Context: an optimization exercise on an open-source flow, tuned for small area, a short achievable clock period and few clock cycles. The choices shown serve that exercise and are no tape-out recipe.
RTL that was checked went through simulation tests only; none was proved equivalent to the original.

==> run a: inputs <==
## matmul
module matmul
#(
    parameter DIM_BITS = 16,
    parameter MEM_AW = 16,
    parameter MEM_DW = 32,
    parameter PREC = 16)
(
    input [MEM_AW-1:0] aBASE,
    input [DIM_BITS-1:0] aCOLS,
    input [DIM_BITS-1:0] aROWS,
    input [DIM_BITS-1:0] aSTRIDE,
    input [MEM_AW-1:0] bBASE,
    input [DIM_BITS-1:0] bCOLS,
    input [DIM_BITS-1:0] bSTRIDE,
    input [MEM_AW-1:0] cBASE,
    input [DIM_BITS-1:0] cSTRIDE,
    input clk,
    input go,
    input [MEM_DW-1:0] mem_rdata,
    input rst_n,
    output reg [MEM_AW-1:0] mem_addr,
    output reg mem_req,
    output [MEM_DW-1:0] mem_wdata,
    output reg mem_write,
    output reg ret
);
Settings: LEC_CHECK=0, ABC_CLOCK_PERIOD_IN_PS=3000, CAP_MARGIN=20, CORE_MARGIN=2, CORE_UTILIZATION=40, CTS_CLUSTER_DIAMETER=60, CTS_CLUSTER_SIZE=25, PLACE_DENSITY=0.6, SLEW_MARGIN=20; clock period 10.0 ns.
standard.sh (not shown) runs the stock make flow with config.mk's settings and CLKGATE_MAP_FILE= SYNTH_SCRIPT=/design/flow/synth_recipe.tcl, a recipe that flattens the netlist after the stock synthesis.
==> flow/flow/run.sh <==
#!/bin/bash
# The standard layout, with two changes to how it is made (the SDC and its
# 10 ns clock are unchanged): port buffers use the small buf_1 cell instead of
# the default delay buffer, and repair_timing aims for a larger setup margin.
set -euo pipefail
bash standard.sh 'BUFFER_PORTS_ARGS=-buffer_cell sky130_fd_sc_hd__buf_1' SETUP_SLACK_MARGIN=6.7 finish > standard_make.log 2>&1
==> run b (differences from run a) <==
--- a/flow/design.v
+++ b/flow/design.v
@@ -21,21 +21,22 @@
     output reg [MEM_AW-1:0] mem_addr,
     output reg mem_req,
     output [MEM_DW-1:0] mem_wdata,
     output reg mem_write,
     output reg ret
 );
-localparam S_IDLE = 2'd0;
-localparam S_RD   = 2'd1;
-localparam S_GAP  = 2'd2;
-localparam S_WR   = 2'd3;
+localparam S_IDLE = 3'd0;
+localparam S_RD   = 3'd1;
+localparam S_GAP  = 3'd2;
+localparam S_WR   = 3'd3;
+localparam S_INIT = 3'd4;
 localparam K_A0 = 2'd0;
 localparam K_B0 = 2'd1;
 localparam K_B1 = 2'd2;
 localparam K_A1 = 2'd3;
-reg [1:0] st;
+reg [2:0] st;
 reg [1:0] ph;           
 reg       gcnt;         
 reg       kfirst;       
 reg       wpend;        
 reg       zero;         
 reg       shortk;       
@@ -43,48 +44,43 @@
 reg       w_nrow;       
 reg       w_done;       
 reg [15:0] krem, jrem, irem;
 reg [15:0] a_row, a_ptr, b_col, b_ptr, c_row, c_ptr;
 reg [15:0] a_s, b_s, c_s;   
 reg        klast, jlast, ilast, r1, c1;   
-reg        bend;         
 reg       q_v, d1_v, d2_v;
 reg       q_f, d1_f, d2_f;
 reg [1:0] q_k, d1_k, d2_k;
 wire arr_a0 = d2_v & (d2_k == K_A0);
 wire arr_b0 = d2_v & (d2_k == K_B0);
 wire arr_b1 = d2_v & (d2_k == K_B1);
 wire arr_a1 = d2_v & (d2_k == K_A1);
-reg [15:0] rd1;           
-reg [15:0] hb0;
+reg [15:0] ha0, hb0, hb1;
 reg [15:0] xr;
 reg [8:0] y_one, y_two, y_neg;    
-wire [15:0] ysrc = zero ? 16'd0 :
-                   (arr_b0 | arr_b1) ? mem_rdata[15:0] :
-                   arr_a1 ? rd1 :
-                   pend ? hb0 : 16'd0;
+wire [15:0] ysrc = arr_a1 ? hb0 : pend ? hb1 : mem_rdata[15:0];
 wire [8:0] ysrc_one, ysrc_two, ysrc_neg;
 matmul_booth_enc u_enc (.y(ysrc), .one(ysrc_one), .two(ysrc_two), .neg(ysrc_neg));
 reg m_v, m_f, pend;
 reg [31:0] ps, pc;       
 wire [31:0] ms, mc;
 matmul_csmul u_mul (.x(xr), .yone(y_one), .ytwo(y_two), .yneg(y_neg), .s(ms), .c(mc));
-wire [31:0] acc_s = acc0 ^ ps ^ pc;
-wire [31:0] acc_c = ((acc0 & ps) | (acc0 & pc) | (ps & pc));
+wire [31:0] acc_a = p_f ? 32'd0 : acc0;
+wire [31:0] acc_s = acc_a ^ ps ^ pc;
+wire [31:0] acc_c = ((acc_a & ps) | (acc_a & pc) | (ps & pc));
+reg p_f;
 reg [31:0] acc0, acc1, acc2, acc3;
 assign mem_wdata = acc3;
 wire [15:0] a_step2 = {a_s[14:0], 1'b0};
 wire [15:0] c_step2 = {c_s[14:0], 1'b0};
-reg [1:0]  st_n;
+reg [2:0]  st_n;
 reg [1:0]  ph_n, q_k_n;
 reg        mem_req_n, ret_n, q_v_n, q_f_n, mem_write_n;
 reg        gcnt_n, kfirst_n, wpend_n, zero_n, shortk_n;
 reg        w_r1_n, w_c1_n, w_nrow_n, w_done_n;
 reg [15:0] mem_addr_n, krem_n, jrem_n, irem_n;
-reg [15:0] abase, aoff;
-reg        acin, ajunk;
 reg [15:0] a_row_n, a_ptr_n, b_col_n, b_ptr_n, c_row_n, c_ptr_n;
 always @* begin
     st_n = st;
     ph_n = ph;
     gcnt_n = gcnt;
     kfirst_n = kfirst;
@@ -101,78 +97,82 @@
     a_row_n = a_row;
     a_ptr_n = a_ptr;
     b_col_n = b_col;
     b_ptr_n = b_ptr;
     c_row_n = c_row;
     c_ptr_n = c_ptr;
-    abase = a_ptr;
-    aoff = 16'd0;
-    acin = 1'b0;
-    mem_write_n = 1'b1;
+    mem_addr_n = mem_addr;
+    mem_write_n = mem_write;
     mem_req_n = 1'b0;
     ret_n = 1'b0;
     q_v_n = 1'b0;
     q_f_n = kfirst;
     q_k_n = ph;
     case (st)
         S_IDLE: begin
-            zero_n = (aCOLS == 16'd0);
-            shortk_n = (aCOLS[15:1] == 15'd0);
+            if (go)
+                st_n = S_INIT;
+        end
+        S_INIT: begin
             krem_n = aCOLS;
             jrem_n = bCOLS;
             irem_n = aROWS;
             a_row_n = aBASE;
             a_ptr_n = aBASE;
             b_col_n = bBASE;
             b_ptr_n = bBASE;
             c_row_n = cBASE;
             c_ptr_n = cBASE;
             kfirst_n = 1'b1;
             wpend_n = 1'b0;
-            w_r1_n = 1'b1;
-            w_c1_n = 1'b1;
-            w_done_n = 1'b1;
-            if (go) begin
-                if ((aROWS == 16'd0) || (bCOLS == 16'd0)) begin
-                    st_n = S_WR;
-                    ph_n = 2'd3;
-                end
-                else begin
-                    st_n = S_RD;
-                    ph_n = 2'd0;
-                end
+            zero_n = (aCOLS == 16'd0);
+            shortk_n = (aCOLS[15:1] == 15'd0);
+            if (aROWS == 16'd0 || bCOLS == 16'd0) begin
+                st_n = S_WR;
+                ph_n = 2'd3;
+                w_r1_n = 1'b1;
+                w_c1_n = 1'b1;
+                w_done_n = 1'b1;
+            end
+            else begin
+                st_n = S_RD;
+                ph_n = 2'd1;
+                mem_addr_n = aBASE;
+                mem_req_n = 1'b1;
+                mem_write_n = 1'b0;
+                q_v_n = 1'b1;
+                q_f_n = 1'b1;
+                q_k_n = K_A0;
             end
         end
         S_RD: begin
             mem_req_n = 1'b1;
             mem_write_n = 1'b0;
             q_v_n = 1'b1;
             case (ph)
                 2'd0: begin
-                    abase = a_ptr;
+                    mem_addr_n = a_ptr;
                     ph_n = 2'd1;
                 end
                 2'd1: begin
-                    abase = b_ptr;
+                    mem_addr_n = b_ptr;
                     ph_n = 2'd2;
                     if (wpend) begin
                         st_n = S_WR;
                         ph_n = 2'd0;
                         wpend_n = 1'b0;
                     end
                 end
                 2'd2: begin
-                    abase = b_ptr;
-                    acin = 1'b1;
+                    mem_addr_n = b_ptr + 16'd1;
                     ph_n = 2'd3;
                 end
                 2'd3: begin
-                    abase = a_ptr;
-                    aoff = a_s;
+                    mem_addr_n = a_ptr + a_s;
                     ph_n = 2'd0;
-                    if (!bend) begin
+                    if (!klast) begin
                         krem_n = krem - 16'd1;
                         kfirst_n = 1'b0;
                         a_ptr_n = a_ptr + 16'd1;
                         b_ptr_n = b_ptr + b_s;
                     end
                     else begin
@@ -215,33 +215,29 @@
             end
         end
         S_WR: begin
             mem_write_n = 1'b1;
             case (ph)
                 2'd0: begin
-                    abase = c_ptr;
+                    mem_addr_n = c_ptr;
                     mem_req_n = 1'b1;
                     ph_n = 2'd1;
                 end
                 2'd1: begin
-                    abase = c_ptr;
-                    acin = 1'b1;
+                    mem_addr_n = c_ptr + 16'd1;
                     mem_req_n = ~w_c1;
                     ph_n = 2'd2;
                 end
                 2'd2: begin
-                    abase = c_ptr;
-                    aoff = c_s;
-                    acin = 1'b1;
-                    mem_req_n = ~w_r1 & ~w_c1;
+                    mem_addr_n = c_ptr + c_s;
+                    mem_req_n = ~w_r1;
                     ph_n = 2'd3;
                 end
                 2'd3: begin
-                    abase = c_ptr;
-                    aoff = c_s;
-                    mem_req_n = ~w_r1;
+                    mem_addr_n = mem_addr + 16'd1;
+                    mem_req_n = ~w_r1 & ~w_c1;
                     if (w_nrow) begin
                         c_row_n = c_row + c_step2;
                         c_ptr_n = c_row + c_step2;
                     end
                     else begin
                         c_ptr_n = c_ptr + 16'd2;
@@ -255,13 +251,12 @@
                         ph_n = shortk ? 2'd0 : 2'd2;
                     end
                 end
             endcase
         end
     endcase
-    {mem_addr_n, ajunk} = {abase, 1'b1} + {aoff, acin};
 end
 always @(posedge clk or negedge rst_n) begin
     if (~rst_n) begin
         st <= S_IDLE;
         mem_req <= 1'b0;
         ret <= 1'b0;
@@ -280,19 +275,18 @@
         d2_v <= d1_v;
         m_v <= pend | (d2_v && d2_k != K_A0);
         pend <= ~pend & d2_v & (d2_k == K_A1);
     end
 end
 always @(posedge clk) begin
-    if (st == S_IDLE) begin
+    if (st == S_INIT) begin
         a_s <= aSTRIDE;
         b_s <= bSTRIDE;
         c_s <= cSTRIDE;
     end
     klast <= (krem[15:1] == 15'd0);
-    bend <= (st == S_RD) && (ph == 2'd2) && klast;
     jlast <= (jrem[15:2] == 14'd0) && (jrem[1:0] != 2'd3);
     ilast <= (irem[15:2] == 14'd0) && (irem[1:0] != 2'd3);
     r1 <= (irem[15:1] == 15'd0);
     c1 <= (jrem[15:1] == 15'd0);
     ph <= ph_n;
     gcnt <= gcnt_n;
@@ -322,27 +316,33 @@
 end
 always @(posedge clk) begin
     d1_f <= q_f;
     d1_k <= q_k;
     d2_f <= d1_f;
     d2_k <= d1_k;
-    rd1 <= mem_rdata[15:0];
+    if (arr_a0) ha0 <= mem_rdata[15:0];
     if (arr_b0) hb0 <= mem_rdata[15:0];
-    if (arr_b0)
-        xr <= rd1;
+    if (arr_b1) hb1 <= mem_rdata[15:0];
+    if (zero)
+        xr <= 16'd0;
+    else if (arr_b0 | arr_b1)
+        xr <= ha0;
     else if (arr_a1)
         xr <= mem_rdata[15:0];
+    else if (!pend)
+        xr <= 16'd0;
     y_one <= ysrc_one;
     y_two <= ysrc_two;
     y_neg <= ysrc_neg;
+    p_f <= m_v & m_f;
     ps <= ms;
     pc <= mc;
     acc3 <= acc_s + {acc_c[30:0], 1'b0};
     acc2 <= acc3;
     acc1 <= acc2;
-    acc0 <= (m_v & m_f) ? 32'd0 : acc1;
+    acc0 <= acc1;
 end
 endmodule
 module matmul_booth_enc (
     input [15:0] y,
     output [8:0] one,
     output [8:0] two,
==> flow/flow/run.sh (replaced) <==
#!/bin/bash
# The standard layout, with two changes to how it is made (the SDC and its
# 10 ns clock are unchanged): port buffers use the small buf_1 cell instead of
# the default delay buffer, and repair_timing aims for a larger setup margin.
set -euo pipefail
bash standard.sh 'BUFFER_PORTS_ARGS=-buffer_cell sky130_fd_sc_hd__buf_1' SETUP_SLACK_MARGIN=6 finish > standard_make.log 2>&1
--- a/flow/config.mk
+++ b/flow/config.mk
@@ -6,10 +6,8 @@
 export NUM_CORES = 4
 export LEC_CHECK = 0
 export ABC_CLOCK_PERIOD_IN_PS = 3000
 export CAP_MARGIN = 20
 export CORE_MARGIN = 2
 export CORE_UTILIZATION = 40
-export CTS_CLUSTER_DIAMETER = 60
-export CTS_CLUSTER_SIZE = 25
 export PLACE_DENSITY = 0.6
 export SLEW_MARGIN = 20
==> run c (differences from run a) <==
--- a/flow/design.v
+++ b/flow/design.v
@@ -51,20 +51,16 @@
 reg       q_f, d1_f, d2_f;
 reg [1:0] q_k, d1_k, d2_k;
 wire arr_a0 = d2_v & (d2_k == K_A0);
 wire arr_b0 = d2_v & (d2_k == K_B0);
 wire arr_b1 = d2_v & (d2_k == K_B1);
 wire arr_a1 = d2_v & (d2_k == K_A1);
-reg [15:0] rd1;           
-reg [15:0] hb0;
+reg [15:0] ha0, hb0, hb1;
 reg [15:0] xr;
 reg [8:0] y_one, y_two, y_neg;    
-wire [15:0] ysrc = zero ? 16'd0 :
-                   (arr_b0 | arr_b1) ? mem_rdata[15:0] :
-                   arr_a1 ? rd1 :
-                   pend ? hb0 : 16'd0;
+wire [15:0] ysrc = arr_a1 ? hb0 : pend ? hb1 : mem_rdata[15:0];
 wire [8:0] ysrc_one, ysrc_two, ysrc_neg;
 matmul_booth_enc u_enc (.y(ysrc), .one(ysrc_one), .two(ysrc_two), .neg(ysrc_neg));
 reg m_v, m_f, pend;
 reg [31:0] ps, pc;       
 wire [31:0] ms, mc;
 matmul_csmul u_mul (.x(xr), .yone(y_one), .ytwo(y_two), .yneg(y_neg), .s(ms), .c(mc));
@@ -228,20 +224,19 @@
                     mem_req_n = ~w_c1;
                     ph_n = 2'd2;
                 end
                 2'd2: begin
                     abase = c_ptr;
                     aoff = c_s;
-                    acin = 1'b1;
-                    mem_req_n = ~w_r1 & ~w_c1;
+                    mem_req_n = ~w_r1;
                     ph_n = 2'd3;
                 end
                 2'd3: begin
-                    abase = c_ptr;
-                    aoff = c_s;
-                    mem_req_n = ~w_r1;
+                    abase = mem_addr;
+                    acin = 1'b1;
+                    mem_req_n = ~w_r1 & ~w_c1;
                     if (w_nrow) begin
                         c_row_n = c_row + c_step2;
                         c_ptr_n = c_row + c_step2;
                     end
                     else begin
                         c_ptr_n = c_ptr + 16'd2;
@@ -322,18 +317,23 @@
 end
 always @(posedge clk) begin
     d1_f <= q_f;
     d1_k <= q_k;
     d2_f <= d1_f;
     d2_k <= d1_k;
-    rd1 <= mem_rdata[15:0];
+    if (arr_a0) ha0 <= mem_rdata[15:0];
     if (arr_b0) hb0 <= mem_rdata[15:0];
-    if (arr_b0)
-        xr <= rd1;
+    if (arr_b1) hb1 <= mem_rdata[15:0];
+    if (zero)
+        xr <= 16'd0;
+    else if (arr_b0 | arr_b1)
+        xr <= ha0;
     else if (arr_a1)
         xr <= mem_rdata[15:0];
+    else if (!pend)
+        xr <= 16'd0;
     y_one <= ysrc_one;
     y_two <= ysrc_two;
     y_neg <= ysrc_neg;
     ps <= ms;
     pc <= mc;
     acc3 <= acc_s + {acc_c[30:0], 1'b0};
==> flow/flow/run.sh (replaced) <==
#!/bin/bash
# The standard layout, with two changes to how it is made (the SDC and its
# 10 ns clock are unchanged): port buffers use the small buf_1 cell instead of
# the default delay buffer, and repair_timing aims for a larger setup margin.
set -euo pipefail
bash standard.sh 'BUFFER_PORTS_ARGS=-buffer_cell sky130_fd_sc_hd__buf_1' SETUP_SLACK_MARGIN=7 finish > standard_make.log 2>&1
--- a/flow/config.mk
+++ b/flow/config.mk
@@ -6,10 +6,8 @@
 export NUM_CORES = 4
 export LEC_CHECK = 0
 export ABC_CLOCK_PERIOD_IN_PS = 3000
 export CAP_MARGIN = 20
 export CORE_MARGIN = 2
 export CORE_UTILIZATION = 40
-export CTS_CLUSTER_DIAMETER = 60
-export CTS_CLUSTER_SIZE = 25
 export PLACE_DENSITY = 0.6
 export SLEW_MARGIN = 20
==> qor summary <==
Met3 wire len: run a 5040 um; run c 4770 um; run b 4450 um
Signal buf overhead: run a 0.0500; run c 0.0797; run b 0.0291
Met1 track demand over resource: run a 0.258; run c 0.256; run b 0.248
Overall die area: run a 73700 um^2; run c 75200 um^2; run b 80300 um^2
Maximum fanout along the worst path: run a 12; run c 1; run b 69
First-pass GRT wire length: run a 119000 um; run c 125000 um; run b 125000 um
Adder-cell share of the synthesized area: run a 0.153; run c 0.150; run b 0.143
Post-Synth XOR/XNOR Area: run a 0.0909; run c 0.0885; run b 0.0886
Layout-stage area growth over the synthesis result: run a 15.1%; run c 23.1%; run b 11.9%
Vias: run a 21206; run c 22132; run b 23105
Routing usage on met3: run a 0.0381; run c 0.0333; run b 0.0301
Number of cells produced by synthesis: run a 2732; run c 2735; run b 3111
Status: run a complete, no violations; run c complete, no violations; run b complete, no violations
Flip-flop and latch count: run a 508; run c 524; run b 525
Post-detail-place hpwl: run a 55300 um; run c 55100 um; run b 57000 um
Testbench counts of run a, summed over its fixed seeds: cycles 52,372.
No functional check of the RTL was part of run b and run c.

what the ideal ports hide:
In the flow no input, the clock included, has a driving cell. The finished layouts below were timed again as built, in two steps.
Step 1, drivers: a clkbuf_16 drives clk and a buf_2 each remaining input, both assumed.
Step 2 moves the port delays by t, midway between the first and last clock arrival at a register: inputs arrive t later, outputs are due t later. That takes back most of the time a late clock gives input paths.
Three values: ideal ports, drivers, drivers and shift; two values: the first two.
| run | t, ns | setup slack, ns | hold WS [ns] | latest minus earliest clock arrival (ns) | worst data-port slew with drivers (ns) |
|---|---|---|---|---|---|
| run a | 0.677 | 6.771 / 6.752 / 6.446 | 0.325 / 0.325 / 0.325 | 0.042 / 0.042 | 0.12 |
| run b | 0.675 | 6.224 / 6.224 / 5.886 | 0.320 / 0.320 / 0.320 | 0.015 / 0.015 | 0.13 |
| run c | 0.686 | 6.815 / 6.758 / 6.487 | 0.299 / 0.299 / 0.299 | 0.039 / 0.040 | 0.13 |
After both steps every run listed still meets setup and hold. For run b, which loses most, drivers alone change the setup slack by 0.000 ns; drivers and shift together by -0.338 ns.
